Background: an optimization exercise with open tools, aiming at small area, a short achievable clock period and few clock cycles per item. Do not read the settings as production practice.
Function was checked by simulation only, so behaviour that the tests miss may differ from the original.
Power figures rest on the tool's default switching activity, not on a simulated workload.

`design/flow/design.v`:
```
module cordic_sin_cos(
    input       wire        clk,
    input       wire        rst_n,
    input       wire        clk_vld,
    input       wire        soft_rst,
    input       wire        trig,
    output      reg         vld,
    input       wire  [9:0] a,
    output      reg  signed [12:0]  cosa3_latch,
    output      reg  signed [12:0]  sina3_latch
);
wire [7:0] u = a[7:0];
wire [8:0] a2 = a[8] ? (9'd256 - {1'b0,u}) : {1'b0,u};
reg  [7:0] lo;
reg        hi, negc, negs;
always @(posedge clk or negedge rst_n)
begin
    if (!rst_n) begin
        lo <= 8'd0; hi <= 1'b0; negc <= 1'b0; negs <= 1'b0;
        vld <= 1'b0;
    end else if (soft_rst) begin
        lo <= 8'd0; hi <= 1'b0; negc <= 1'b0; negs <= 1'b0;
        vld <= 1'b0;
    end else if (clk_vld) begin
        vld <= trig;
        if (trig) begin
            lo <= a2[7:0];
            hi <= a2[8];
            negc <= a[9] ^ a[8];
            negs <= a[9];
        end
    end
end
reg [11:0] c2, s2;
always @(*) begin
    case (lo)
        8'd0: begin c2 = 12'd2048; s2 = 12'd0; end
        8'd1: begin c2 = 12'd2048; s2 = 12'd13; end
        8'd2: begin c2 = 12'd2048; s2 = 12'd25; end
        8'd3: begin c2 = 12'd2048; s2 = 12'd38; end
        8'd4: begin c2 = 12'd2047; s2 = 12'd50; end
        8'd5: begin c2 = 12'd2047; s2 = 12'd63; end
        8'd6: begin c2 = 12'd2047; s2 = 12'd76; end
        8'd7: begin c2 = 12'd2046; s2 = 12'd88; end
        8'd8: begin c2 = 12'd2046; s2 = 12'd101; end
        8'd9: begin c2 = 12'd2045; s2 = 12'd113; end
        8'd10: begin c2 = 12'd2044; s2 = 12'd125; end
        8'd11: begin c2 = 12'd2043; s2 = 12'd139; end
        8'd12: begin c2 = 12'd2043; s2 = 12'd151; end
        8'd13: begin c2 = 12'd2041; s2 = 12'd163; end
        8'd14: begin c2 = 12'd2040; s2 = 12'd176; end
        8'd15: begin c2 = 12'd2039; s2 = 12'd189; end
        8'd16: begin c2 = 12'd2038; s2 = 12'd201; end
        8'd17: begin c2 = 12'd2037; s2 = 12'd213; end
        8'd18: begin c2 = 12'd2035; s2 = 12'd226; end
        8'd19: begin c2 = 12'd2034; s2 = 12'd238; end
        8'd20: begin c2 = 12'd2033; s2 = 12'd251; end
        8'd21: begin c2 = 12'd2031; s2 = 12'd264; end
        8'd22: begin c2 = 12'd2029; s2 = 12'd276; end
        8'd23: begin c2 = 12'd2028; s2 = 12'd288; end
        8'd24: begin c2 = 12'd2026; s2 = 12'd300; end
        8'd25: begin c2 = 12'd2024; s2 = 12'd313; end
        8'd26: begin c2 = 12'd2022; s2 = 12'd325; end
        8'd27: begin c2 = 12'd2020; s2 = 12'd338; end
        8'd28: begin c2 = 12'd2018; s2 = 12'd350; end
        8'd29: begin c2 = 12'd2016; s2 = 12'd363; end
        8'd30: begin c2 = 12'd2014; s2 = 12'd375; end
        8'd31: begin c2 = 12'd2011; s2 = 12'd387; end
        8'd32: begin c2 = 12'd2009; s2 = 12'd400; end
        8'd33: begin c2 = 12'd2006; s2 = 12'd412; end
        8'd34: begin c2 = 12'd2004; s2 = 12'd424; end
        8'd35: begin c2 = 12'd2001; s2 = 12'd437; end
        8'd36: begin c2 = 12'd1998; s2 = 12'd449; end
        8'd37: begin c2 = 12'd1995; s2 = 12'd461; end
        8'd38: begin c2 = 12'd1992; s2 = 12'd473; end
        8'd39: begin c2 = 12'd1990; s2 = 12'd486; end
        8'd40: begin c2 = 12'd1987; s2 = 12'd497; end
        8'd41: begin c2 = 12'd1984; s2 = 12'd510; end
        8'd42: begin c2 = 12'd1980; s2 = 12'd522; end
        8'd43: begin c2 = 12'd1977; s2 = 12'd534; end
        8'd44: begin c2 = 12'd1974; s2 = 12'd546; end
        8'd45: begin c2 = 12'd1970; s2 = 12'd558; end
        8'd46: begin c2 = 12'd1967; s2 = 12'd571; end
        8'd47: begin c2 = 12'd1963; s2 = 12'd582; end
        8'd48: begin c2 = 12'd1960; s2 = 12'd595; end
        8'd49: begin c2 = 12'd1956; s2 = 12'd607; end
        8'd50: begin c2 = 12'd1952; s2 = 12'd619; end
        8'd51: begin c2 = 12'd1949; s2 = 12'd630; end
        8'd52: begin c2 = 12'd1945; s2 = 12'd642; end
        8'd53: begin c2 = 12'd1941; s2 = 12'd654; end
        8'd54: begin c2 = 12'd1936; s2 = 12'd667; end
        8'd55: begin c2 = 12'd1932; s2 = 12'd678; end
        8'd56: begin c2 = 12'd1928; s2 = 12'd690; end
        8'd57: begin c2 = 12'd1924; s2 = 12'd702; end
        8'd58: begin c2 = 12'd1920; s2 = 12'd714; end
        8'd59: begin c2 = 12'd1915; s2 = 12'd725; end
        8'd60: begin c2 = 12'd1910; s2 = 12'd738; end
        8'd61: begin c2 = 12'd1906; s2 = 12'd749; end
        8'd62: begin c2 = 12'd1901; s2 = 12'd760; end
        8'd63: begin c2 = 12'd1897; s2 = 12'd772; end
        8'd64: begin c2 = 12'd1892; s2 = 12'd784; end
        8'd65: begin c2 = 12'd1887; s2 = 12'd795; end
        8'd66: begin c2 = 12'd1882; s2 = 12'd807; end
        8'd67: begin c2 = 12'd1878; s2 = 12'd818; end
        8'd68: begin c2 = 12'd1872; s2 = 12'd830; end
        8'd69: begin c2 = 12'd1867; s2 = 12'd841; end
        8'd70: begin c2 = 12'd1862; s2 = 12'd853; end
        8'd71: begin c2 = 12'd1857; s2 = 12'd864; end
        8'd72: begin c2 = 12'd1852; s2 = 12'd875; end
        8'd73: begin c2 = 12'd1846; s2 = 12'd887; end
        8'd74: begin c2 = 12'd1840; s2 = 12'd899; end
        8'd75: begin c2 = 12'd1835; s2 = 12'd910; end
        8'd76: begin c2 = 12'd1829; s2 = 12'd921; end
        8'd77: begin c2 = 12'd1823; s2 = 12'd932; end
        8'd78: begin c2 = 12'd1818; s2 = 12'd944; end
        8'd79: begin c2 = 12'd1812; s2 = 12'd954; end
        8'd80: begin c2 = 12'd1806; s2 = 12'd966; end
        8'd81: begin c2 = 12'd1800; s2 = 12'd977; end
        8'd82: begin c2 = 12'd1794; s2 = 12'd987; end
        8'd83: begin c2 = 12'd1788; s2 = 12'd999; end
        8'd84: begin c2 = 12'd1782; s2 = 12'd1009; end
        8'd85: begin c2 = 12'd1776; s2 = 12'd1021; end
        8'd86: begin c2 = 12'd1769; s2 = 12'd1031; end
        8'd87: begin c2 = 12'd1763; s2 = 12'd1042; end
        8'd88: begin c2 = 12'd1757; s2 = 12'd1053; end
        8'd89: begin c2 = 12'd1750; s2 = 12'd1064; end
        8'd90: begin c2 = 12'd1743; s2 = 12'd1074; end
        8'd91: begin c2 = 12'd1737; s2 = 12'd1085; end
        8'd92: begin c2 = 12'd1730; s2 = 12'd1096; end
        8'd93: begin c2 = 12'd1723; s2 = 12'd1106; end
        8'd94: begin c2 = 12'd1716; s2 = 12'd1117; end
        8'd95: begin c2 = 12'd1709; s2 = 12'd1128; end
        8'd96: begin c2 = 12'd1703; s2 = 12'd1138; end
        8'd97: begin c2 = 12'd1696; s2 = 12'd1148; end
        8'd98: begin c2 = 12'd1688; s2 = 12'd1159; end
        8'd99: begin c2 = 12'd1681; s2 = 12'd1169; end
        8'd100: begin c2 = 12'd1674; s2 = 12'd1179; end
        8'd101: begin c2 = 12'd1667; s2 = 12'd1190; end
        8'd102: begin c2 = 12'd1660; s2 = 12'd1200; end
        8'd103: begin c2 = 12'd1652; s2 = 12'd1210; end
        8'd104: begin c2 = 12'd1645; s2 = 12'd1220; end
        8'd105: begin c2 = 12'd1637; s2 = 12'd1230; end
        8'd106: begin c2 = 12'd1630; s2 = 12'd1240; end
        8'd107: begin c2 = 12'd1622; s2 = 12'd1250; end
        8'd108: begin c2 = 12'd1615; s2 = 12'd1260; end
        8'd109: begin c2 = 12'd1607; s2 = 12'd1270; end
        8'd110: begin c2 = 12'd1599; s2 = 12'd1280; end
        8'd111: begin c2 = 12'd1591; s2 = 12'd1290; end
        8'd112: begin c2 = 12'd1583; s2 = 12'd1299; end
        8'd113: begin c2 = 12'd1575; s2 = 12'd1309; end
        8'd114: begin c2 = 12'd1567; s2 = 12'd1319; end
        8'd115: begin c2 = 12'd1559; s2 = 12'd1328; end
        8'd116: begin c2 = 12'd1551; s2 = 12'd1338; end
        8'd117: begin c2 = 12'd1543; s2 = 12'd1347; end
        8'd118: begin c2 = 12'd1534; s2 = 12'd1357; end
        8'd119: begin c2 = 12'd1526; s2 = 12'd1366; end
        8'd120: begin c2 = 12'd1518; s2 = 12'd1375; end
        8'd121: begin c2 = 12'd1509; s2 = 12'd1385; end
        8'd122: begin c2 = 12'd1500; s2 = 12'd1394; end
        8'd123: begin c2 = 12'd1492; s2 = 12'd1403; end
        8'd124: begin c2 = 12'd1483; s2 = 12'd1412; end
        8'd125: begin c2 = 12'd1475; s2 = 12'd1421; end
        8'd126: begin c2 = 12'd1465; s2 = 12'd1431; end
        8'd127: begin c2 = 12'd1457; s2 = 12'd1439; end
        8'd128: begin c2 = 12'd1448; s2 = 12'd1448; end
        8'd129: begin c2 = 12'd1439; s2 = 12'd1457; end
        8'd130: begin c2 = 12'd1430; s2 = 12'd1466; end
        8'd131: begin c2 = 12'd1421; s2 = 12'd1475; end
        8'd132: begin c2 = 12'd1412; s2 = 12'd1483; end
        8'd133: begin c2 = 12'd1403; s2 = 12'd1492; end
        8'd134: begin c2 = 12'd1394; s2 = 12'd1501; end
        8'd135: begin c2 = 12'd1385; s2 = 12'd1509; end
        8'd136: begin c2 = 12'd1375; s2 = 12'd1518; end
        8'd137: begin c2 = 12'd1366; s2 = 12'd1526; end
        8'd138: begin c2 = 12'd1356; s2 = 12'd1535; end
        8'd139: begin c2 = 12'd1347; s2 = 12'd1543; end
        8'd140: begin c2 = 12'd1338; s2 = 12'd1551; end
        8'd141: begin c2 = 12'd1328; s2 = 12'd1559; end
        8'd142: begin c2 = 12'd1319; s2 = 12'd1567; end
        8'd143: begin c2 = 12'd1309; s2 = 12'd1575; end
        8'd144: begin c2 = 12'd1299; s2 = 12'd1583; end
        8'd145: begin c2 = 12'd1289; s2 = 12'd1591; end
        8'd146: begin c2 = 12'd1280; s2 = 12'd1599; end
        8'd147: begin c2 = 12'd1269; s2 = 12'd1607; end
        8'd148: begin c2 = 12'd1260; s2 = 12'd1615; end
        8'd149: begin c2 = 12'd1250; s2 = 12'd1622; end
        8'd150: begin c2 = 12'd1240; s2 = 12'd1630; end
        8'd151: begin c2 = 12'd1230; s2 = 12'd1638; end
        8'd152: begin c2 = 12'd1220; s2 = 12'd1645; end
        8'd153: begin c2 = 12'd1210; s2 = 12'd1652; end
        8'd154: begin c2 = 12'd1200; s2 = 12'd1660; end
        8'd155: begin c2 = 12'd1189; s2 = 12'd1667; end
        8'd156: begin c2 = 12'd1179; s2 = 12'd1674; end
        8'd157: begin c2 = 12'd1169; s2 = 12'd1682; end
        8'd158: begin c2 = 12'd1158; s2 = 12'd1689; end
        8'd159: begin c2 = 12'd1148; s2 = 12'd1696; end
        8'd160: begin c2 = 12'd1138; s2 = 12'd1703; end
        8'd161: begin c2 = 12'd1127; s2 = 12'd1710; end
        8'd162: begin c2 = 12'd1116; s2 = 12'd1717; end
        8'd163: begin c2 = 12'd1106; s2 = 12'd1723; end
        8'd164: begin c2 = 12'd1096; s2 = 12'd1730; end
        8'd165: begin c2 = 12'd1085; s2 = 12'd1737; end
        8'd166: begin c2 = 12'd1074; s2 = 12'd1743; end
        8'd167: begin c2 = 12'd1063; s2 = 12'd1750; end
        8'd168: begin c2 = 12'd1052; s2 = 12'd1757; end
        8'd169: begin c2 = 12'd1042; s2 = 12'd1763; end
        8'd170: begin c2 = 12'd1031; s2 = 12'd1769; end
        8'd171: begin c2 = 12'd1020; s2 = 12'd1776; end
        8'd172: begin c2 = 12'd1009; s2 = 12'd1782; end
        8'd173: begin c2 = 12'd999; s2 = 12'd1788; end
        8'd174: begin c2 = 12'd987; s2 = 12'd1794; end
        8'd175: begin c2 = 12'd977; s2 = 12'd1800; end
        8'd176: begin c2 = 12'd965; s2 = 12'd1806; end
        8'd177: begin c2 = 12'd954; s2 = 12'd1812; end
        8'd178: begin c2 = 12'd943; s2 = 12'd1818; end
        8'd179: begin c2 = 12'd932; s2 = 12'd1824; end
        8'd180: begin c2 = 12'd921; s2 = 12'd1829; end
        8'd181: begin c2 = 12'd910; s2 = 12'd1835; end
        8'd182: begin c2 = 12'd898; s2 = 12'd1841; end
        8'd183: begin c2 = 12'd887; s2 = 12'd1846; end
        8'd184: begin c2 = 12'd875; s2 = 12'd1852; end
        8'd185: begin c2 = 12'd864; s2 = 12'd1857; end
        8'd186: begin c2 = 12'd853; s2 = 12'd1862; end
        8'd187: begin c2 = 12'd841; s2 = 12'd1867; end
        8'd188: begin c2 = 12'd830; s2 = 12'd1872; end
        8'd189: begin c2 = 12'd818; s2 = 12'd1878; end
        8'd190: begin c2 = 12'd807; s2 = 12'd1882; end
        8'd191: begin c2 = 12'd795; s2 = 12'd1887; end
        8'd192: begin c2 = 12'd783; s2 = 12'd1892; end
        8'd193: begin c2 = 12'd772; s2 = 12'd1897; end
        8'd194: begin c2 = 12'd760; s2 = 12'd1901; end
        8'd195: begin c2 = 12'd749; s2 = 12'd1906; end
        8'd196: begin c2 = 12'd737; s2 = 12'd1911; end
        8'd197: begin c2 = 12'd725; s2 = 12'd1915; end
        8'd198: begin c2 = 12'd714; s2 = 12'd1920; end
        8'd199: begin c2 = 12'd701; s2 = 12'd1924; end
        8'd200: begin c2 = 12'd690; s2 = 12'd1928; end
        8'd201: begin c2 = 12'd678; s2 = 12'd1932; end
        8'd202: begin c2 = 12'd666; s2 = 12'd1937; end
        8'd203: begin c2 = 12'd654; s2 = 12'd1941; end
        8'd204: begin c2 = 12'd642; s2 = 12'd1945; end
        8'd205: begin c2 = 12'd630; s2 = 12'd1949; end
        8'd206: begin c2 = 12'd618; s2 = 12'd1952; end
        8'd207: begin c2 = 12'd606; s2 = 12'd1956; end
        8'd208: begin c2 = 12'd594; s2 = 12'd1960; end
        8'd209: begin c2 = 12'd582; s2 = 12'd1963; end
        8'd210: begin c2 = 12'd570; s2 = 12'd1967; end
        8'd211: begin c2 = 12'd558; s2 = 12'd1970; end
        8'd212: begin c2 = 12'd546; s2 = 12'd1974; end
        8'd213: begin c2 = 12'd534; s2 = 12'd1977; end
        8'd214: begin c2 = 12'd522; s2 = 12'd1980; end
        8'd215: begin c2 = 12'd510; s2 = 12'd1984; end
        8'd216: begin c2 = 12'd497; s2 = 12'd1987; end
        8'd217: begin c2 = 12'd485; s2 = 12'd1990; end
        8'd218: begin c2 = 12'd473; s2 = 12'd1992; end
        8'd219: begin c2 = 12'd461; s2 = 12'd1995; end
        8'd220: begin c2 = 12'd449; s2 = 12'd1998; end
        8'd221: begin c2 = 12'd436; s2 = 12'd2001; end
        8'd222: begin c2 = 12'd424; s2 = 12'd2004; end
        8'd223: begin c2 = 12'd412; s2 = 12'd2006; end
        8'd224: begin c2 = 12'd399; s2 = 12'd2009; end
        8'd225: begin c2 = 12'd387; s2 = 12'd2011; end
        8'd226: begin c2 = 12'd375; s2 = 12'd2014; end
        8'd227: begin c2 = 12'd363; s2 = 12'd2016; end
        8'd228: begin c2 = 12'd350; s2 = 12'd2018; end
        8'd229: begin c2 = 12'd338; s2 = 12'd2020; end
        8'd230: begin c2 = 12'd325; s2 = 12'd2022; end
        8'd231: begin c2 = 12'd313; s2 = 12'd2024; end
        8'd232: begin c2 = 12'd300; s2 = 12'd2026; end
        8'd233: begin c2 = 12'd288; s2 = 12'd2028; end
        8'd234: begin c2 = 12'd276; s2 = 12'd2029; end
        8'd235: begin c2 = 12'd263; s2 = 12'd2031; end
        8'd236: begin c2 = 12'd251; s2 = 12'd2033; end
        8'd237: begin c2 = 12'd238; s2 = 12'd2034; end
        8'd238: begin c2 = 12'd225; s2 = 12'd2036; end
        8'd239: begin c2 = 12'd213; s2 = 12'd2037; end
        8'd240: begin c2 = 12'd201; s2 = 12'd2038; end
        8'd241: begin c2 = 12'd188; s2 = 12'd2039; end
        8'd242: begin c2 = 12'd175; s2 = 12'd2040; end
        8'd243: begin c2 = 12'd163; s2 = 12'd2041; end
        8'd244: begin c2 = 12'd151; s2 = 12'd2043; end
        8'd245: begin c2 = 12'd138; s2 = 12'd2043; end
        8'd246: begin c2 = 12'd125; s2 = 12'd2044; end
        8'd247: begin c2 = 12'd113; s2 = 12'd2045; end
        8'd248: begin c2 = 12'd100; s2 = 12'd2046; end
        8'd249: begin c2 = 12'd88; s2 = 12'd2046; end
        8'd250: begin c2 = 12'd76; s2 = 12'd2047; end
        8'd251: begin c2 = 12'd63; s2 = 12'd2047; end
        8'd252: begin c2 = 12'd50; s2 = 12'd2047; end
        8'd253: begin c2 = 12'd38; s2 = 12'd2048; end
        8'd254: begin c2 = 12'd25; s2 = 12'd2048; end
        8'd255: begin c2 = 12'd13; s2 = 12'd2048; end
        default: begin c2 = 12'd0; s2 = 12'd0; end
    endcase
    if (hi) begin c2 = 12'd0; s2 = 12'd2048; end
end
always @(*) begin
    cosa3_latch = negc ? -{1'b0,c2} : {1'b0,c2};
    sina3_latch = negs ? -{1'b0,s2} : {1'b0,s2};
end
endmodule
```
`design/flow/run.sh`:
```
#!/bin/bash
# synth_recipe.tcl (not shown) runs the flow's synth.tcl, then flattens the netlist and writes it again
# the make line also repeats each setting of config.mk as NAME=value (left out here)
make -C /OpenROAD-flow-scripts/flow DESIGN_CONFIG=/design/flow/config.mk WORK_HOME=/design/flow/orfs CLKGATE_MAP_FILE= SYNTH_SCRIPT=/design/flow/synth_recipe.tcl finish
```
`design/flow/config.mk`:
```
export PLATFORM = sky130hd
export DESIGN_NAME = cordic_sin_cos
export DESIGN_NICKNAME = cordic_sin_cos
export VERILOG_FILES = /design/flow/design.v
export SDC_FILE = /design/flow/constraint.sdc
export NUM_CORES = 4
export LEC_CHECK = 0
export ABC_AREA = 1
export CAP_MARGIN = 20
export CORE_MARGIN = 2
export CORE_UTILIZATION = 50
export SLEW_MARGIN = 20
export SYNTH_MEMORY_MAX_BITS = 65536
```
`design/flow/constraint.sdc`:
```
create_clock -name core_clock -period 5.5 [get_ports {clk}]
set_input_delay 1.1000 -clock core_clock [delete_from_list [all_inputs] [get_ports {clk}]]
set_output_delay 1.1000 -clock core_clock [all_outputs]
set_load 0.01 [all_outputs]
```
==> results.toml, run 1 <==
[route]
drcViolationCount = 0
antenna_left = 0
drtIter0Drc = 1583
wirelength_mm = 28.2
routed_via_density = 6.68
dr.pass1.iters = 9
wire_per_inst_um = 22.2
vias = 8499

[place]
portBuffers = 41
dpl.hpwl_mm = 20.7
gp_congestion = 1.14
post-place-cells = 1269

[global_route]
grtUsageTotal_pct = 47.9
grt_max_degree = 43
grt_pass1_vias = 7558
grt_overflow = 0
grt_pass1_wl_mm = 42.9
antenna_found_initial = 0

[floorplan]
rows = 38
num_io_pins = 42
start_util_pct = 50.8
die_x_um = 108
chipHeight_um = 108
core_um2 = 10700
dieArea_um2 = 11700

[clock_network]
h-tree-depth = 1
clk_pin_slew_ns = 0.05
clock_path_buffers = 2
cts_setup_buffers = 0
ctsHoldBuffers = 0
clk_latency_ns = 0.25
cts_tree = "yes"
cts_buffers = 3
root_buffer = "clkbuf_8"
cts.sinks = 12

[sta]
tns_ns = 0
slew_headroom_pct = 35.8
period_share_pct = 93.3
setup-violations-final = 0
worst_slew_pin_slew_ns = 0.962
clock.fmax_mhz = 195
rsz0062_at_grt = "no"
period_needed_ns = 5.13
slew_viol_final = 0
fin_worst_skew_ns = 0
hold_viol = 0

[synthesis]
synth_edf_count = 0
syn_inst = 1120
ys_seq_elements = 12
async_flop_share_pct = 100
syn_avg_cell_area_um2 = 4.85
synth_area_um2 = 5430
ys_seq_area_share_pct = 5.53
ys_warn_count = 1
ys.flop_type = "dfrtp_1"
synth.net_count = 1160
ys_types = 33

[critical_path]
critical_path_required_ns = 4.40
criticalPathCategory = "reg2out"
critPathMaxFanout = 11
cp.arrival_ns = 4.03
r2r_end = "lo[5]"
critPathCaptureType = "output port"
endpoint = "sina3_latch[6]"
r2r.worst_path.cells = 3
crit-reg2reg-launch = "lo[5]"
ff2ff_setup_slack_ns = 3.96
critPathLaunch = "lo[0]"
startpoint_type = "register"

[pwr]
p_per_area_nw_per_um2 = 173
irDropWorstVdd_mv = 0.197
p_leak_nw = 3.13

[finish]
area_delta_synth_final_pct = 10.9
antenna_cells = 0
nFillCells = 1154
drive_above_1_share_pct = 4.24
final_cell_mix = "442 x nand2_1, 178 x nand3_1, 93 x nor2_1"
fin_cells = 1273
layout_commonest_cell = "nand2_1"
nNetsFinal = 1174

[min_path]
whs_path_depth = 2
min_path_type = "reg2reg"

[outcome]
status = "finished clean"

[flow_run]
max_cap_violations = 0
[critical path, cell delays in order (launching register included)]
cell             delay, ns
dfrtp_1               0.57
inv_1                 0.11
ha_1                  0.40
inv_1                 0.22
nand2_1               0.23
nand2_1               0.19
nand2_1               0.15
nand2_1               0.10
nor2_1                0.05
nor2_1                0.09
nand2_1               0.06
nand2_1               0.06
nand2_1               0.05
nand3_1               0.18
ha_1                  0.18
inv_1                 0.05
nor2_1                0.19
nand3_1               0.13
nand2_1               0.08
nand3_1               0.07
nand2_1               0.07
clkdlybuf4s50_1       0.55
[how the worst min path moves through the flow]
stage / to / startpoint
final: vld / vld
after global routing: vld / vld
after CTS: vld / vld
after detailed placement: vld / vld
after global placement: vld / vld
after floorplan: vld / vld
[cell type report]
class | instances | area (µm²) | area share, %
multi-input cells | 964 | 4520 | 75.1
inverters | 82 | 308 | 5.11
clock buffers | 4 | 55.1 | 0.914
flip-flops and latches | 12 | 303 | 5.03
well taps | 140 | 175 | 2.91
repair buffers | 71 | 661 | 11.0
[power breakdown]
group / internal [W] / leakage [nW] / switching (W)
clock: 0.0000635 / 0.0288 / 0.0000354
combinational: 0.000283 / 2.94 / 0.000554
sequential: 0.0000929 / 0.160 / 0.0000107
[Yosys cell counts, types with 2 or more instances]
cell type  instances  area (µm²)
a21oi_1           62         310
o21ai_1           10        50.1
o211ai_1          17         128
a22oi_1            3        22.5
buf_2             34         170
inv_2              4        15.0
nand4_1           19         119
o21ai_0           64         320
buf_4              8        60.1
o2111ai_1          3        26.3
nor3_1             8        40.0
xor2_1             7        61.3
nor2_2             4        25.0
o31ai_1            4        30.0
o22ai_1            8        50.1
nand2_1          443        1660
clkbuf_1          15        56.3
inv_1             77         289
dfrtp_1           12         300
buf_1              5        18.8
nand3b_1           5        37.5
xnor2_1            2        17.5
ha_1              25         313
nor2_1            93         349
a31oi_1            3        18.8
nand3_1          178         891
[state kept, by name (all words and copies together), names as in the netlist]
signal  flops
hi          1
lo          8
negc        1
negs        1
vld         1
[cell families after synthesis]
kind of cell,Yosys count,synth area share [%]
buf+inv,144,11.3
simple gates,753,57.9
flops,12,5.53
fa+ha+maj,25,5.76
xor+xnor,9,1.45
compound gates,177,18.1
[routing by layer]
layer | track usage [%] | vias up | wire length, µm
met3 | 23.6 | 177 | 5310
li1 | - | 3730 | -
met2 | 66.6 | 869 | 11100
met1 | 60.6 | 3719 | 10000
met5 | 4.46 | - | 92
met4 | 23.4 | 4 | 1690
[what timing repair did]
item / in CTS / in global routing
setup endpoints to repair: 0 / 1
hold endpoints to repair: 0 / 0
gates resized for setup: 0 / 1
[metrics by stage]
stage,setup WS (ns),utilization [%],power (W),area [µm²],hold WS (ns)
after global routing,0.119,56.3,0.00110,6020,0.519
final,0.366,56.3,0.00104,6020,0.493
after floorplan,1.66,-,0.000600,5430,0.515
after detailed placement,0.663,55.8,0.000892,5970,0.481
after CTS,0.382,56.3,0.000992,6020,0.500
after global placement,0.694,55.8,0.000898,5970,0.472
Testbench counts, summed over its fixed seeds: cycles 3,200, items 3,200.
==> run 2: changes to the inputs <==
--- a/design/flow/config.mk
+++ b/design/flow/config.mk
@@ -11,2 +11,3 @@
 export CORE_UTILIZATION = 50
+export SETUP_SLACK_MARGIN = 2.0
 export SLEW_MARGIN = 20
==> results.toml, run 2 <==
[synthesis]
async_flop_share_pct = 100
synthTopCellsByCount = "443 x nand2_1, 178 x nand3_1, 93 x nor2_1"
synth_edf_count = 0
syn_inst = 1120
synth_top_cell_by_area = "nand2_1"
syn_avg_cell_area_um2 = 4.85
synthTopCellsByArea = "nand2_1 31%, nand3_1 16%, nor2_1 6.4%"
yosys.area.top_type_share_pct = 30.6
synth.net_count = 1160
yosysMostFrequentCell = "nand2_1"
ys.flop_type = "dfrtp_1"
ys_warn_count = 1
synth_area_um2 = 5430
ys_seq_area_share_pct = 5.53
ys_seq_elements = 12
ys_types = 33

[route]
drtIter0Drc = 2281
wirelength_mm = 33.4
dr.pass1.iters = 15
drcViolationCount = 0
wire_per_inst_um = 24.8
vias = 9639
antenna_left = 0
routed_via_density = 7.16

[floorplan]
num_io_pins = 42
dieArea_um2 = 11700
die_x_um = 108
rows = 38
start_util_pct = 50.8
core_um2 = 10700
chipHeight_um = 108

[clock_network]
h-tree-depth = 1
cts_buffers = 3
cts.sinks = 12
clk_latency_ns = 0.24
ctsHoldBuffers = 0
clock_path_buffers = 2
root_buffer = "clkbuf_8"
clk_pin_slew_ns = 0.05
cts_tree = "yes"

[critical_path]
cp_num_buf_inv = 5
r2r.worst_path.cells = 2
critPathMaxFanout = 9
cp_top_family = "simple AND/OR/NAND/NOR gates"
critical_path_required_ns = 4.40
r2r_end = "hi"
cp_cell_sequence = "buf_12 -> buf_12 -> buf_4 -> nand2_4 -> nand2_2 -> nand2_1 -> nand4_1 -> nand2_1 -> nand2_1 -> nand2_1 -> nand3_2 -> ha_2 -> inv_2 -> nor2_4 -> nand3b_1 -> nand2_1 -> nand2_1 -> nand2_1 -> buf_2"
ff2ff_setup_slack_ns = 3.82
critPathCaptureType = "output port"
cpMostUsedCell = "nand2_1"
criticalPathCategory = "reg2out"
critPathLaunch = "lo[2]"
critPathSlowestCell = "dfrtp_2"
crit_path_max_incr_delay_ns = 0.45
cp.arrival_ns = 2.98
startpoint_type = "register"
crit-reg2reg-launch = "hi"

[sta]
finalWorstSetupSlack_ns = 1.42
tns_ns = 0
worst_slew_pin_slew_ns = 0.890
setup-violations-final = 0
period_needed_ns = 4.08
rsz0062_at_grt = "yes"
period_share_pct = 74.1
slew_viol_final = 0
worst_hold_slack_ns = 0.489
slew_headroom_pct = 40.6
clock.fmax_mhz = 245
fin_worst_skew_ns = 0
hold_viol = 0

[pwr]
irDropWorstVdd_mv = 0.158
p_per_area_nw_per_um2 = 169
p_leak_nw = 3.81
design_power_total_w = 0.00131

[global_route]
grtUsageTotal_pct = 55.7
antenna_found_initial = 1
grt_overflow = 0
grt_pass1_wl_mm = 49.2
grt_pass1_vias = 8650
grt_max_degree = 35

[finish]
layout_commonest_cell = "nand2_1"
finish.utilization_pct = 72.6
antenna_cells = 0
nNetsFinal = 1247
drive_above_1_share_pct = 29.5
final_cell_mix = "351 x nand2_1, 154 x nand3_1, 77 x buf_4"
top_register = "lo"
largest_reg_flops = 8
area_delta_synth_final_pct = 42.9

[place]
pre_cts_slack_ns = 0.780
gp_congestion = 1.17
portBuffers = 41
dpl.hpwl_mm = 21.3

[flow_run]
max_cap_violations = 0

[min_path]
min_path_type = "reg2reg"
hold_path_end = "vld"
whs_path_depth = 2
min_from = "vld"

[outcome]
status = "finished clean"
## run 2: kinds of logic (layout without fill, tap and decap cells)
| family | Yosys count | after routing | share of synthesized area [%] |
|---|---|---|---|
| AND/OR/NAND/NOR | 753 | 753 | 57.9 |
| AO/OA/AOI/OAI | 177 | 177 | 18.1 |
| buffers and inverters | 144 | 230 | 11.3 |
| adder cells (fa/ha/maj) | 25 | 25 | 5.76 |
| flip-flops | 12 | 12 | 5.53 |
| XOR/XNOR | 9 | 9 | 1.45 |
## run 2: power by group
group	internal, W	switching [W]
combinational	0.000394	0.000712
clock	0.0000633	0.0000328
sequential	0.0000936	0.0000143
## run 2: how the worst max path moves through the flow
stage / endpoint / slack [ns] / depth (start not counted)
after detailed placement: cosa3_latch[10] / 0.78 / 17
after floorplan: sina3_latch[8] / 1.99 / 21
after global placement: cosa3_latch[10] / 0.78 / 17
final: sina3_latch[10] / 1.42 / 19
after global routing: sina3_latch[10] / 1.37 / 19
after CTS: sina3_latch[5] / 1.62 / 18
## run 2: routing by layer
metal,GRT usage [%],up-vias,share of wire (%)
met4,36.7,0,11
met1,64.7,4176,33
li1,-,3896,-
met3,34.0,446,19
met5,0.446,-,0
met2,75.7,1121,37
## run 2: final cells by class
class,count,area [µm²]
multi-input cells,964,5550
repair buffers,144,1310
inverters,82,365
clock buffers,4,55.1
well taps,140,175
flip-flops and latches,12,312
fillers,893,2930
## run 2: repair_timing
item / in CTS / in global routing
setup endpoints to repair: 26 / 26
buffers inserted: 58 / 16
resized for setup: 370 / 56
cloned: 2 / 0
pin swaps: 68 / 36
## run 2: worst min-delay path: stages, from the launching register on
cell and delay [ns]:
dfrtp_1 0.35, nand2_1 0.06, nand2_1 0.05
## run 2: stage by stage
step / instances / cell area [µm²]
floorplan: 1120 / 5480
global placement: 1266 / 5990
detailed placement: 1266 / 5990
CTS: 1330 / 7440
global route: 1346 / 7770
finish: 1346 / 7770
==> run 3: changes to the inputs <==
--- a/design/flow/config.mk
+++ b/design/flow/config.mk
@@ -10,4 +10,3 @@
 export CORE_MARGIN = 2
-export CORE_UTILIZATION = 50
-export SETUP_SLACK_MARGIN = 2.0
+export CORE_UTILIZATION = 40
 export SLEW_MARGIN = 20
==> results.toml, run 3 <==
[pwr]
clockPowerShare_pct = 13.2
p_leak_nw = 3.18
swShare_pct = 55.7
p_per_area_nw_per_um2 = 179
irDropWorstVdd_mv = 0.166
p_int_w = 0.000489
sequentialPowerShare_pct = 9.4
net-switching-power_w = 0.000613
comb_power_share_pct = 77.4

[sta]
setup-violations-final = 0
rsz0062_at_grt = "yes"
tns_ns = 0
worst_hold_slack_ns = 0.510
slew_viol_final = 0
fin_worst_skew_ns = 0
slew_headroom_pct = 41.4
hold_viol = 0
period_share_pct = 96.6
worst_slew_pin_slew_ns = 0.876
clock.fmax_mhz = 188
period_needed_ns = 5.31

[clock_network]
clk_pin_slew_ns = 0.04
ctsResizeCount = 0
ctsHoldBuffers = 0
cts.sinks = 12
cts_buffers = 3
clk_latency_ns = 0.24
clock_path_buffers = 2
root_buffer = "clkbuf_16"
h-tree-depth = 1
cts_tree = "yes"

[route]
vias = 8509
wirelength_mm = 30.8
drcViolationCount = 0
routed_via_density = 6.45
wire_per_inst_um = 23.3
antenna_left = 0
dr.pass1.iters = 10
drtIter0Drc = 1431

[synthesis]
async_flop_share_pct = 100
yosysMostFrequentCell = "nand2_1"
synth_top_cell_by_area = "nand2_1"
synth_area_um2 = 5430
ys_seq_elements = 12
syn_inst = 1120
yosys.area.top_type_share_pct = 30.6
syn_avg_cell_area_um2 = 4.85
ys.flop_type = "dfrtp_1"
ys_types = 33
synth_edf_count = 0
synthTopCellsByArea = "nand2_1 31%, nand3_1 16%, nor2_1 6.4%"
ys_seq_area_share_pct = 5.53
ys_warn_count = 1
synth.net_count = 1160
synthTopCellsByCount = "443 x nand2_1, 178 x nand3_1, 93 x nor2_1"

[floorplan]
die_x_um = 121
num_io_pins = 42
rows = 42
start_util_pct = 41.0
chipHeight_um = 121
dieArea_um2 = 14500
core_um2 = 13200

[finish]
layout_commonest_cell = "nand2_1"
area_delta_synth_final_pct = 13.3
final_cell_mix = "443 x nand2_1, 178 x nand3_1, 93 x nor2_1"
finish.utilization_pct = 46.5
top_register = "lo"
drive_above_1_share_pct = 4.90
nNetsFinal = 1183
fin_area_um2 = 6160
largest_reg_flops = 8

[critical_path]
critPathMaxFanout = 11
critPathCaptureType = "output port"
critical_path_required_ns = 4.40
startpoint_type = "register"
cp.arrival_ns = 4.21
criticalPathCategory = "reg2out"

[global_route]
grt_max_degree = 62
grt_pass1_wl_mm = 46.4
grt_overflow = 0
gr-max-usage-layer = "met2"
use_met3_pct = 14.3
grtUsageTotal_pct = 41.7
grt_pass1_vias = 7809
antenna_found_initial = 0
met1_usage_pct = 55.2
use_met2_pct = 58.7

[outcome]
status = "finished clean"

[place]
portBuffers = 41
dpl.hpwl_mm = 22.8
placed_area_um2 = 6070
gp_congestion = 1.15

[flow_run]
max_cap_violations = 0

[min_path]
min_path_type = "reg2reg"
[run 3: changes by cell type in the layout (fill, tap and decap cells not counted), sizes merged, moves of 2 or more]
cell,delta
buf,-86
clkdlybuf4s15,-2
clkdlybuf4s50,+26
clkinvlp,-2
inv,+3
[run 3: path summary, 6_finish.rpt]
check / from / endpoint / slack, ns / cells past startpoint
setup / recovery: lo[0] / cosa3_latch[8] / 0.19 / 17
hold / removal: vld / vld / 0.51 / 2
setup reg to reg: hi / hi / 4.06 / 2
hold reg to reg: vld / vld / 0.51 / 2
max in group asynchronous: rst_n / lo[4] / 3.87 / 1
min in group asynchronous: rst_n / vld / 1.23 / 1
[run 3: cell families (layout without fill, tap and decap cells)]
group                    after synthesis  in the layout  synth area share (%)
adder cells (fa/ha/maj)               25             25                  5.76
other                                  0              1                     0
XOR/XNOR                               9              9                  1.45
AO/OA/AOI/OAI                        177            177                  18.1
AND/OR/NAND/NOR                      753            753                  57.9
flip-flops                            12             12                  5.53
buffers and inverters                144            166                  11.3
[run 3: final cells by class]
cell class / count / area, µm²
diodes: 1 / 2.50
clock buffers: 4 / 88.8
fillers: 1541 / 7080
inverters: 82 / 308
multi-input cells: 964 / 4520
flip-flops and latches: 12 / 303
well taps: 176 / 220
repair buffers: 80 / 716
[run 3: through the flow]
step	worst slack (ns)	power, W	cells
2_1_floorplan	1.66	0.000600	1120
3_3_place_gp	0.648	0.000927	1314
3_5_place_dp	0.606	0.000915	1314
4_1_cts	0.352	0.00106	1318
5_1_grt	-0.0159	0.00117	1318
6_report	0.190	0.00110	1319
[run 3: per-layer routing]
metal / part of all wire, % / routed length, µm
met5: 0 / 0
met4: 7.2 / 2220
met3: 16 / 4790
met2: 39 / 12000
met1: 38 / 11700
[run 3: power by group through the flow]
| stage | logic (W) | registers, W | clock network, W |
|---|---|---|---|
| after global routing | 0.000916 | 0.000104 | 0.000152 |
| final | 0.000853 | 0.000104 | 0.000146 |
| after floorplan | 0.000501 | 0.0000995 | 0 |
| after detailed placement | 0.000810 | 0.000104 | 0 |
| after global placement | 0.000823 | 0.000104 | 0 |
| after CTS | 0.000813 | 0.000103 | 0.000146 |
[run 3: critical path: stages (launching register included)]
cell	delay (ns)
dfrtp_1	0.58
inv_1	0.12
ha_1	0.44
inv_1	0.26
nand2_1	0.36
nand3_1	0.20
o211ai_1	0.09
o21ai_0	0.26
nand3_1	0.14
nand2_1	0.08
nand3_1	0.13
ha_1	0.27
nand3_1	0.19
nor2_2	0.10
nor2_1	0.09
nand2_1	0.05
nand2_1	0.06
clkdlybuf4s50_1	0.53
[run 3: repair_timing]
item	in CTS	in global routing
buffers inserted	0	0
hold endpoints to repair	0	0
setup endpoints to repair	0	1
==> run 4: changes to the inputs <==
==> design/flow/flow/run.sh (new file) <==
#!/bin/bash
# The standard layout, except for synthesis: the same synthesis script,
# but ABC maps the logic with flow/abc.script, and half/full adders are not
# extracted into adder cells (ADDER_MAP_FILE empty).
set -euo pipefail
W=$(pwd)
rm -rf "$W/scripts_own"
cp -r "$FLOW_HOME/scripts" "$W/scripts_own"
cp "$W/flow/abc.script" "$W/scripts_own/abc_area.script"
sed "s#CLKGATE_MAP_FILE= #CLKGATE_MAP_FILE= SCRIPTS_DIR=$W/scripts_own ADDER_MAP_FILE= #" standard.sh > synth_own.sh
grep -q "SCRIPTS_DIR=$W/scripts_own" synth_own.sh
bash synth_own.sh synth > "$W/synth.log" 2>&1
bash standard.sh > "$W/layout.log" 2>&1
==> design/flow/flow/abc.script (new file) <==
strash
dch
map -B 0.9
topo
stime -c
buffer -c
upsize -c
dnsize -c
==> design/flow/standard.sh (new file) <==
#!/bin/bash
# synth_recipe.tcl (not shown) runs the flow's synth.tcl, then flattens the netlist and writes it again
# the make line also repeats each setting of config.mk as NAME=value (left out here)
make -C /OpenROAD-flow-scripts/flow DESIGN_CONFIG=/design/flow/config.mk WORK_HOME=/design/flow/orfs CLKGATE_MAP_FILE= SYNTH_SCRIPT=/design/flow/synth_recipe.tcl "${@:-finish}"
removed: design/flow/run.sh
==> results.toml, run 4 <==
[synthesis]
synthXorXnorAreaFrac_pct = 1.58
synth_edf_count = 0
synth_compound_area_share_pct = 16.0
yosysMostFrequentCell = "nand2_1"
synthTopCellsByCount = "402 x nand2_1, 179 x nand3_1, 90 x nor2_1"
synth.net_count = 1050
synthAdderAreaFrac_pct = 0
ys_warn_count = 1
syn_avg_cell_area_um2 = 4.83
synth_top_family_by_area = "simple AND/OR/NAND/NOR gates"
syn_inst = 1035
yosys.area.top_type_share_pct = 30.2
synth-simple-area-share_pct = 63.0
ys_seq_area_share_pct = 6.01
synth_area_um2 = 4990
ys.flop_type = "dfrtp_1"
synth_top_cell_by_area = "nand2_1"
synthTopCellsByArea = "nand2_1 30%, nand3_1 18%, nor2_1 6.8%"
ys_seq_elements = 12
async_flop_share_pct = 100
synth_mux_area_share_pct = 0
ys_types = 40

[floorplan]
dieArea_um2 = 13400
core_um2 = 12100
num_io_pins = 42
die_x_um = 116
chipHeight_um = 116
start_util_pct = 41.2
rows = 40

[clock_network]
cts.sinks = 12
cts_buffers = 3
root_buffer = "clkbuf_16"
clk_pin_slew_ns = 0.04
ctsHoldBuffers = 0
ctsResizeCount = 0
clk_latency_ns = 0.24
h-tree-depth = 1
cts_setup_buffers = 0
clock_path_buffers = 2
cts_tree = "yes"

[sta]
period_share_pct = 93.8
slew_viol_final = 0
hold_viol = 0
period_needed_ns = 5.16
fin_worst_skew_ns = 0
clock.fmax_mhz = 194
slew_headroom_pct = 43.8
rsz0062_at_grt = "no"
setup-violations-final = 0
tns_ns = 0
worst_slew_pin_slew_ns = 0.843

[route]
routed_via_density = 6.22
wire_per_inst_um = 21.6
vias = 7556
wirelength_mm = 26.2
antenna_left = 0
drcViolationCount = 0
drtIter0Drc = 1302
dr.pass1.iters = 7

[pwr]
design_power_total_w = 0.00103
irDropWorstVdd_mv = 0.211
net-switching-power_w = 0.000559
sequentialPowerShare_pct = 10.4
swShare_pct = 54.5
comb_power_share_pct = 75.3
p_per_area_nw_per_um2 = 184
clockPowerShare_pct = 14.3
p_leak_nw = 2.97
p_int_w = 0.000467

[min_path]
min_from = "vld"
whs_path_depth = 2
min_path_type = "reg2reg"
hold_path_end = "vld"

[finish]
final_cell_mix = "402 x nand2_1, 179 x nand3_1, 90 x nor2_1"
layout_commonest_cell = "nand2_1"
antenna_cells = 0
drive_above_1_share_pct = 7.36
largest_reg_flops = 8
area_delta_synth_final_pct = 11.9
nNetsFinal = 1062
finish.utilization_pct = 46.1
top_register = "lo"

[place]
portBuffers = 41
dpl.hpwl_mm = 19.8
gp_congestion = 1.10

[critical_path]
cp_top_family = "simple AND/OR/NAND/NOR gates"
cp_cell_sequence = "inv_4 -> nand2_1 -> nand2_1 -> nand2_1 -> nand2_1 -> nand3_1 -> nand3_1 -> nand2_1 -> nand2_1 -> nand2_1 -> nand2_1 -> nor2_1 -> nand2_1 -> nand2_1 -> nand2_1 -> nand2_1 -> clkdlybuf4s50_1"
criticalPathCategory = "reg2out"
critPathSlowestCell = "dfrtp_1"
crit-reg2reg-launch = "lo[4]"
r2r.worst_path.cells = 3
path_depth = 17
cpMostUsedCell = "nand2_1"
cp_num_buf_inv = 2
cp.arrival_ns = 4.06
startpoint_type = "register"
crit_path_max_incr_delay_ns = 0.89
critical_path_required_ns = 4.40
r2r_end = "lo[4]"
critPathCaptureType = "output port"
critPathMaxFanout = 18
ff2ff_setup_slack_ns = 3.97

[flow_run]
max_cap_violations = 0

[global_route]
antenna_found_initial = 0
grt_overflow = 0
grt_pass1_vias = 6861
grt_max_degree = 66
grt_pass1_wl_mm = 40.1
grtUsageTotal_pct = 39.4

[outcome]
status = "finished clean"
run 4: cell types whose count changed in the layout (fill, tap and decap cells not counted), moves of 4 or more:
cell and change:
nand2_1 -41, ha_1 -25, o21ai_0 -22, buf_4 -15, nand2_2 +9, a21oi_1 -8
nand2_4 +7, inv_2 +6, nand4_1 -6, nand3_2 +5, nor3_1 -5, nor2_2 +4
o31ai_1 -4
run 4: cell families after synthesis:
family | after synthesis
AO/OA/AOI/OAI | 142
buffers and inverters | 149
XOR/XNOR | 9
AND/OR/NAND/NOR | 723
flip-flops | 12
run 4: stage by stage:
stage          std cells  hold WS [ns]  area, µm²  worst slack (ns)
3_5_place_dp        1210         0.472       5500             0.771
6_report            1214         0.489       5590             0.340
5_1_grt             1214         0.511       5590             0.112
2_1_floorplan       1035         0.515       4990              2.43
3_3_place_gp        1210         0.472       5500             0.825
4_1_cts             1214         0.486       5590             0.489
run 4: worst max-delay path by stage:
| stage | slack (ns) | from | end |
|---|---|---|---|
| after floorplan | 2.43 | lo[0] | sina3_latch[7] |
| after global placement | 0.82 | lo[1] | sina3_latch[8] |
| after detailed placement | 0.77 | lo[1] | sina3_latch[8] |
| after CTS | 0.49 | lo[1] | sina3_latch[8] |
| after global routing | 0.11 | lo[1] | sina3_latch[8] |
| final | 0.34 | lo[1] | sina3_latch[8] |
run 4: power by group through the flow:
stage / sequential [W] / combinational (W) / clock (W)
after floorplan: 0.0000978 / 0.000481 / 0
after global placement: 0.000108 / 0.000753 / 0
after detailed placement: 0.000107 / 0.000742 / 0
after CTS: 0.000106 / 0.000745 / 0.000149
after global routing: 0.000108 / 0.000835 / 0.000155
final: 0.000107 / 0.000773 / 0.000147
run 4: cell type report:
| class | instances | area [µm²] |
|---|---|---|
| clock buffer | 4 | 88.8 |
| fill | 1410 | 6520 |
| inverter | 90 | 340 |
| multi-input combinational | 874 | 4020 |
| sequential | 12 | 303 |
| tap | 168 | 210 |
| timing repair buffer | 66 | 623 |
run 4: worst min-delay path: cells and delay by family, from the launching register on:
| kind | cells | cell delay, ns |
|---|---|---|
| AND/OR/NAND/NOR | 2 | 0.11 |
| flip-flops | 1 | 0.35 |
run 4: layer usage:
layer	GRT usage, %	share of wire, %
met1	54.4	38
met2	57.1	41
met3	9.41	15
met4	20.0	6.2
met5	0	0

-- re-timing with driven ports --
Ports are ideal in the flow. The routed layouts listed here were re-timed in OpenROAD.
Step 1 sets driving cells, clkbuf_16 on the clock port and buf_2 on the other inputs (assumed; they add their load-dependent delay and slew).
Step 2 moves the port delays by t, midway between the first and last clock arrival at a register: inputs arrive t later, outputs are due t later. That takes back most of the time a late clock gives input paths.
Slacks: ideal / step 1 / step 2; pairs: ideal / step 1.
run | t (ns) | setup WS [ns] | hold slack, ns | worst slew at a driven data input, ns
run 1 | 0.273 | 0.366 / 0.343 / 0.616 | 0.493 / 0.493 / 0.493 | 0.04
run 2 | 0.267 | 1.422 / 1.398 / 1.665 | 0.489 / 0.489 / 0.489 | 0.03
run 3 | 0.260 | 0.190 / 0.165 / 0.425 | 0.510 / 0.510 / 0.510 | 0.04
run 4 | 0.265 | 0.340 / 0.313 / 0.578 | 0.489 / 0.489 / 0.489 | 0.03
After both steps setup and hold are still met in every run listed.
